Context: an optimization exercise on an open-source flow, tuned for small area and a short achievable clock period. The choices shown serve that exercise and are no tape-out recipe.
Function was checked by simulation only, so behaviour that the tests miss may differ from the original.

==> 09-04 <==
==> flow/design.v (excerpt) <==
module weighted_mean #(
    parameter N_INPUT = 4,
    parameter SIZE = 32
) (
    input clk, reset, enable, reset_s,
    input [N_INPUT*SIZE-1:0] in,
    input [N_INPUT*SIZE-1:0] weight,
    output [31:0] mean
);
export LEC_CHECK = 0
export ABC_AREA = 1
export CAP_MARGIN = 20
export CORE_MARGIN = 2
export CORE_UTILIZATION = 50
export PLACE_DENSITY = 0.62
export SLEW_MARGIN = 20
create_clock -name core_clock -period 92.0 [get_ports {clk}]
standard.sh (not shown) runs the stock make flow with config.mk's settings and CLKGATE_MAP_FILE= SYNTH_SCRIPT=/design/flow/synth_recipe.tcl, a recipe that flattens the netlist after the stock synthesis.
==> flow/flow/run.sh <==
#!/bin/bash
# Standard ORFS layout with two changes:
#  1. after the standard synthesis, inverters between full-adder cells are pushed
#     through the (self-dual) adders and mostly removed (flow/fapol.py);
#  2. repair_timing is asked to leave extra setup slack (SETUP_SLACK_MARGIN), so the
#     resizer keeps working on the paths that set the achieved period.
set -euo pipefail
R=orfs/results/sky130hd/weighted_mean/base
bash standard.sh synth > make_synth.log 2>&1
cp $R/1_2_yosys.v $R/1_2_yosys_std.v
python3 flow/fapol.py $R/1_2_yosys_std.v $R/1_2_yosys.v > fapol.log 2>&1 || cp $R/1_2_yosys_std.v $R/1_2_yosys.v
touch $R/1_2_yosys.v
bash standard.sh finish SETUP_SLACK_MARGIN=46 > make.log 2>&1
Other scripts of this flow, unchanged in this note and not shown: flow/flow/fapol.py
==> 05-27 (differences from 09-04) <==
--- a/flow/flow/run.sh
+++ b/flow/flow/run.sh
@@ -11,3 +11,3 @@
 python3 flow/fapol.py $R/1_2_yosys_std.v $R/1_2_yosys.v > fapol.log 2>&1 || cp $R/1_2_yosys_std.v $R/1_2_yosys.v
 touch $R/1_2_yosys.v
-bash standard.sh finish SETUP_SLACK_MARGIN=46 > make.log 2>&1
+bash standard.sh finish SETUP_SLACK_MARGIN=50 > make.log 2>&1
ABC_AREA = unset   (was 1)
CORE_UTILIZATION = 70   (was 50)
PLACE_DENSITY = 0.8   (was 0.62)
==> comparison <==
05-27 aborted during global routing (5_1_grt). 09-04 completed with no timing, DRC or antenna violations. Against 09-04, the synthesized area of 05-27 is higher by 2.9%. Of 05-27 and 09-04, 09-04 has the higher synthesized cell count (gap about 9%, measured against 09-04).

========
==> run a <==
weighted_mean again, from the RTL that the note above started with.
// weighted_mean
module weighted_mean #(
    parameter N_INPUT = 4,
    parameter SIZE = 32
) (
    input clk, reset, enable, reset_s,
    input [N_INPUT*SIZE-1:0] in,
    input [N_INPUT*SIZE-1:0] weight,
    output [31:0] mean
);
export LEC_CHECK = 0
export ABC_AREA = 1
export CAP_MARGIN = 20
export CORE_MARGIN = 2
export CORE_UTILIZATION = 50
export PLACE_DENSITY = 0.62
export SLEW_MARGIN = 20
create_clock -name core_clock -period 92.0 [get_ports {clk}]
==> flow/flow/run.sh <==
#!/bin/bash
# Standard ORFS layout with three changes:
#  1. after the standard synthesis, inverters between full-adder cells are pushed
#     through the (self-dual) adders and mostly removed (flow/fapol.py);
#  2. repair_timing is asked to leave extra setup slack (SETUP_SLACK_MARGIN), so the
#     resizer keeps working on the paths that set the achieved period;
#  3. the input and output ports are buffered with buf_2 cells instead of the
#     default delay buffer.
set -euo pipefail
export BUFFER_PORTS_ARGS="-buffer_cell sky130_fd_sc_hd__buf_2"
R=orfs/results/sky130hd/weighted_mean/base
bash standard.sh synth > make_synth.log 2>&1
cp $R/1_2_yosys.v $R/1_2_yosys_std.v
python3 flow/fapol.py $R/1_2_yosys_std.v $R/1_2_yosys.v > fapol.log 2>&1 || cp $R/1_2_yosys_std.v $R/1_2_yosys.v
touch $R/1_2_yosys.v
bash standard.sh finish SETUP_SLACK_MARGIN=40 > make.log 2>&1
Other scripts of this flow, unchanged in this note and not shown: flow/flow/fapol.py
==> run b (differences from run a) <==
==> flow/flow/run.sh (replaced) <==
#!/bin/bash
# Standard ORFS layout with two changes:
#  1. after the standard synthesis, inverters between full-adder cells are pushed
#     through the (self-dual) adders and mostly removed (flow/fapol.py);
#  2. repair_timing is asked to leave extra setup slack (SETUP_SLACK_MARGIN), so the
#     resizer keeps working on the paths that set the achieved period.
set -euo pipefail
R=orfs/results/sky130hd/weighted_mean/base
bash standard.sh synth > make_synth.log 2>&1
cp $R/1_2_yosys.v $R/1_2_yosys_std.v
python3 flow/fapol.py $R/1_2_yosys_std.v $R/1_2_yosys.v > fapol.log 2>&1 || cp $R/1_2_yosys_std.v $R/1_2_yosys.v
touch $R/1_2_yosys.v
bash standard.sh finish SETUP_SLACK_MARGIN=50 > make.log 2>&1
--- a/flow/config.mk
+++ b/flow/config.mk
@@ -9,5 +9,5 @@
 export CAP_MARGIN = 20
 export CORE_MARGIN = 2
-export CORE_UTILIZATION = 50
-export PLACE_DENSITY = 0.62
+export CORE_UTILIZATION = 70
+export PLACE_DENSITY = 0.8
 export SLEW_MARGIN = 20
==> comparison table <==
Starting density of the core: run a 50.4%; run b 70.4%
Count of warnings emitted by yosys: run a 1; run b 1
Buffer levels on the longest clock path: run a 2; run b 2
Number of top-level design ports: run a 292; run b 292
Detailed placer's ending HPWL: run a 318000 um; run b 294000 um
TritonCTS buffer count: run a 17; run b 17
Hold_buf cts: run a 0; run b 0
Instance count after placement with tap cells included: run a 13100; run b 12400
Die W: run a 414 um; run b 351 um
Root buf cell: run a sky130_fd_sc_hd__clkbuf_16; run b sky130_fd_sc_hd__clkbuf_16
Number of standard-cell rows in the floorplan: run a 150; run b 127
Status: run a complete, no violations; run b aborted with a tool error
Stage where the flow stopped: run a -; run b global routing (5_1_grt)
Number of setup buffers added after CTS: run a 18; run b 1053
Cell Area, Synth: run a 0.0842 sq mm; run b 0.0842 sq mm
Worst setup timing slack at the placement stage: run a 37.36 ns; run b 37.51 ns
CTS HTree Levels: run a 4; run b 4
Die height: run a 414 um; run b 351 um
Synthesized area divided by synthesized cell count: run a 7.77 sq um; run b 7.77 sq um
Net count of the mapped netlist: run a 13200; run b 13200
Cell area reported after detailed placement: run a 0.0882 sq mm; run b 0.0886 sq mm
Number of instances resized during post-cts repair: run a 36; run b 1178
Final Wtd Congestion: run a 1.10; run b 1.16
Number of instances in the synthesized netlist: run a 10800; run b 10800
Port buffer count: run a 289; run b 289

========
==> wip/willow: inputs <==
weighted_mean again, from the RTL that the note above started with.
export LEC_CHECK = 0
export ABC_AREA = 1
export CAP_MARGIN = 20
export CORE_MARGIN = 2
export CORE_UTILIZATION = 50
export PLACE_DENSITY = 0.62
export SLEW_MARGIN = 20
create_clock -name core_clock -period 92.0 [get_ports {clk}]
==> flow/flow/run.sh <==
#!/bin/bash
# Standard ORFS layout with three changes:
#  1. after the standard synthesis, inverters between full-adder cells are pushed
#     through the (self-dual) adders and mostly removed (flow/fapol.py);
#  2. repair_timing is asked to leave extra setup slack (SETUP_SLACK_MARGIN), so the
#     resizer keeps working on the paths that set the achieved period;
#  3. the input and output ports are buffered with buf_2 cells instead of the
#     default delay buffer.
set -euo pipefail
export BUFFER_PORTS_ARGS="-buffer_cell sky130_fd_sc_hd__buf_2"
R=orfs/results/sky130hd/weighted_mean/base
bash standard.sh synth > make_synth.log 2>&1
cp $R/1_2_yosys.v $R/1_2_yosys_std.v
python3 flow/fapol.py $R/1_2_yosys_std.v $R/1_2_yosys.v > fapol.log 2>&1 || cp $R/1_2_yosys_std.v $R/1_2_yosys.v
touch $R/1_2_yosys.v
bash standard.sh finish SETUP_SLACK_MARGIN=46 > make.log 2>&1
Other scripts of this flow, unchanged in this note and not shown: flow/flow/fapol.py
==> wip/yarrow: changes against wip/willow <==
--- a/flow/flow/run.sh
+++ b/flow/flow/run.sh
@@ -15,2 +15,2 @@
 touch $R/1_2_yosys.v
-bash standard.sh finish SETUP_SLACK_MARGIN=46 > make.log 2>&1
+bash standard.sh finish SETUP_SLACK_MARGIN=42 > make.log 2>&1
==> wip/ember: changes against wip/willow <==
--- a/flow/flow/run.sh
+++ b/flow/flow/run.sh
@@ -15,2 +15,2 @@
 touch $R/1_2_yosys.v
-bash standard.sh finish SETUP_SLACK_MARGIN=46 > make.log 2>&1
+bash standard.sh finish SETUP_SLACK_MARGIN=44 > make.log 2>&1
==> comparison <==
- The highest cell area belongs to wip/willow, the lowest to wip/yarrow.
- The lowest non-clock buffer count belongs to wip/yarrow, the highest to wip/willow.
- Utilization, highest first: wip/willow, wip/ember, wip/yarrow.
- Flip-flop and latch count is the same in wip/yarrow and wip/willow.
==> figures <==
Initial DRC count: wip/yarrow 8,899; wip/willow 9,737; wip/ember 9,507
Setup repair after global routing missed its margin: wip/yarrow false; wip/willow true; wip/ember true
Flip-flop and latch share of the layout cell area: wip/yarrow 0.0250; wip/willow 0.0237; wip/ember 0.0245
Number of diodes added for antenna fixing: wip/yarrow 25; wip/willow 24; wip/ember 17
Status: wip/yarrow timing/DRC/antenna clean; wip/willow timing/DRC/antenna clean; wip/ember timing/DRC/antenna clean
Met2 track demand over resource: wip/yarrow 0.689; wip/willow 0.698; wip/ember 0.690
Area of the multi-input gates: wip/yarrow 0.0754 mm^2; wip/willow 0.0780 mm^2; wip/ember 0.0764 mm^2
FILL cells: wip/yarrow 16.0k; wip/willow 15.5k; wip/ember 15.9k
Number of antenna violations at the first check in global routing: wip/yarrow 34; wip/willow 30; wip/ember 26

==> separate check: timing with driven ports <==
Ports are ideal in the flow. The routed layouts listed here were re-timed in OpenROAD. Step 1: set_driving_cell puts a clkbuf_16 on clk and a buf_2 on each other input, an assumption about the parent block. Step 2, shift: input delay + t, output delay - t, t = (earliest + latest rising clock arrival at the registers) / 2. This alone moves slack from input paths to output paths. Three values: ideal, step 1, step 2; two values: the first two.
run	t (ns)	setup slack, ns	worst setup path after step 2	worst slew at a driven data input, ns	cell pins on the clock port's net
09-04	0.538	46.729 / 46.660 / 46.619	input to register	0.13	1
run a	0.544	42.175 / 42.225 / 41.681	input to register	0.25	1
wip/willow	0.542	46.726 / 46.663 / 47.129	input to register	0.27	1
wip/yarrow	0.548	44.229 / 44.159 / 43.866	input to register	0.27	1
wip/ember	0.544	45.672 / 45.598 / 45.401	input to register	0.25	1
After both steps setup and hold are still met in every run listed. The setup slack of run a, which loses most, moves by +0.050 ns with the drivers and by -0.494 ns with both steps.
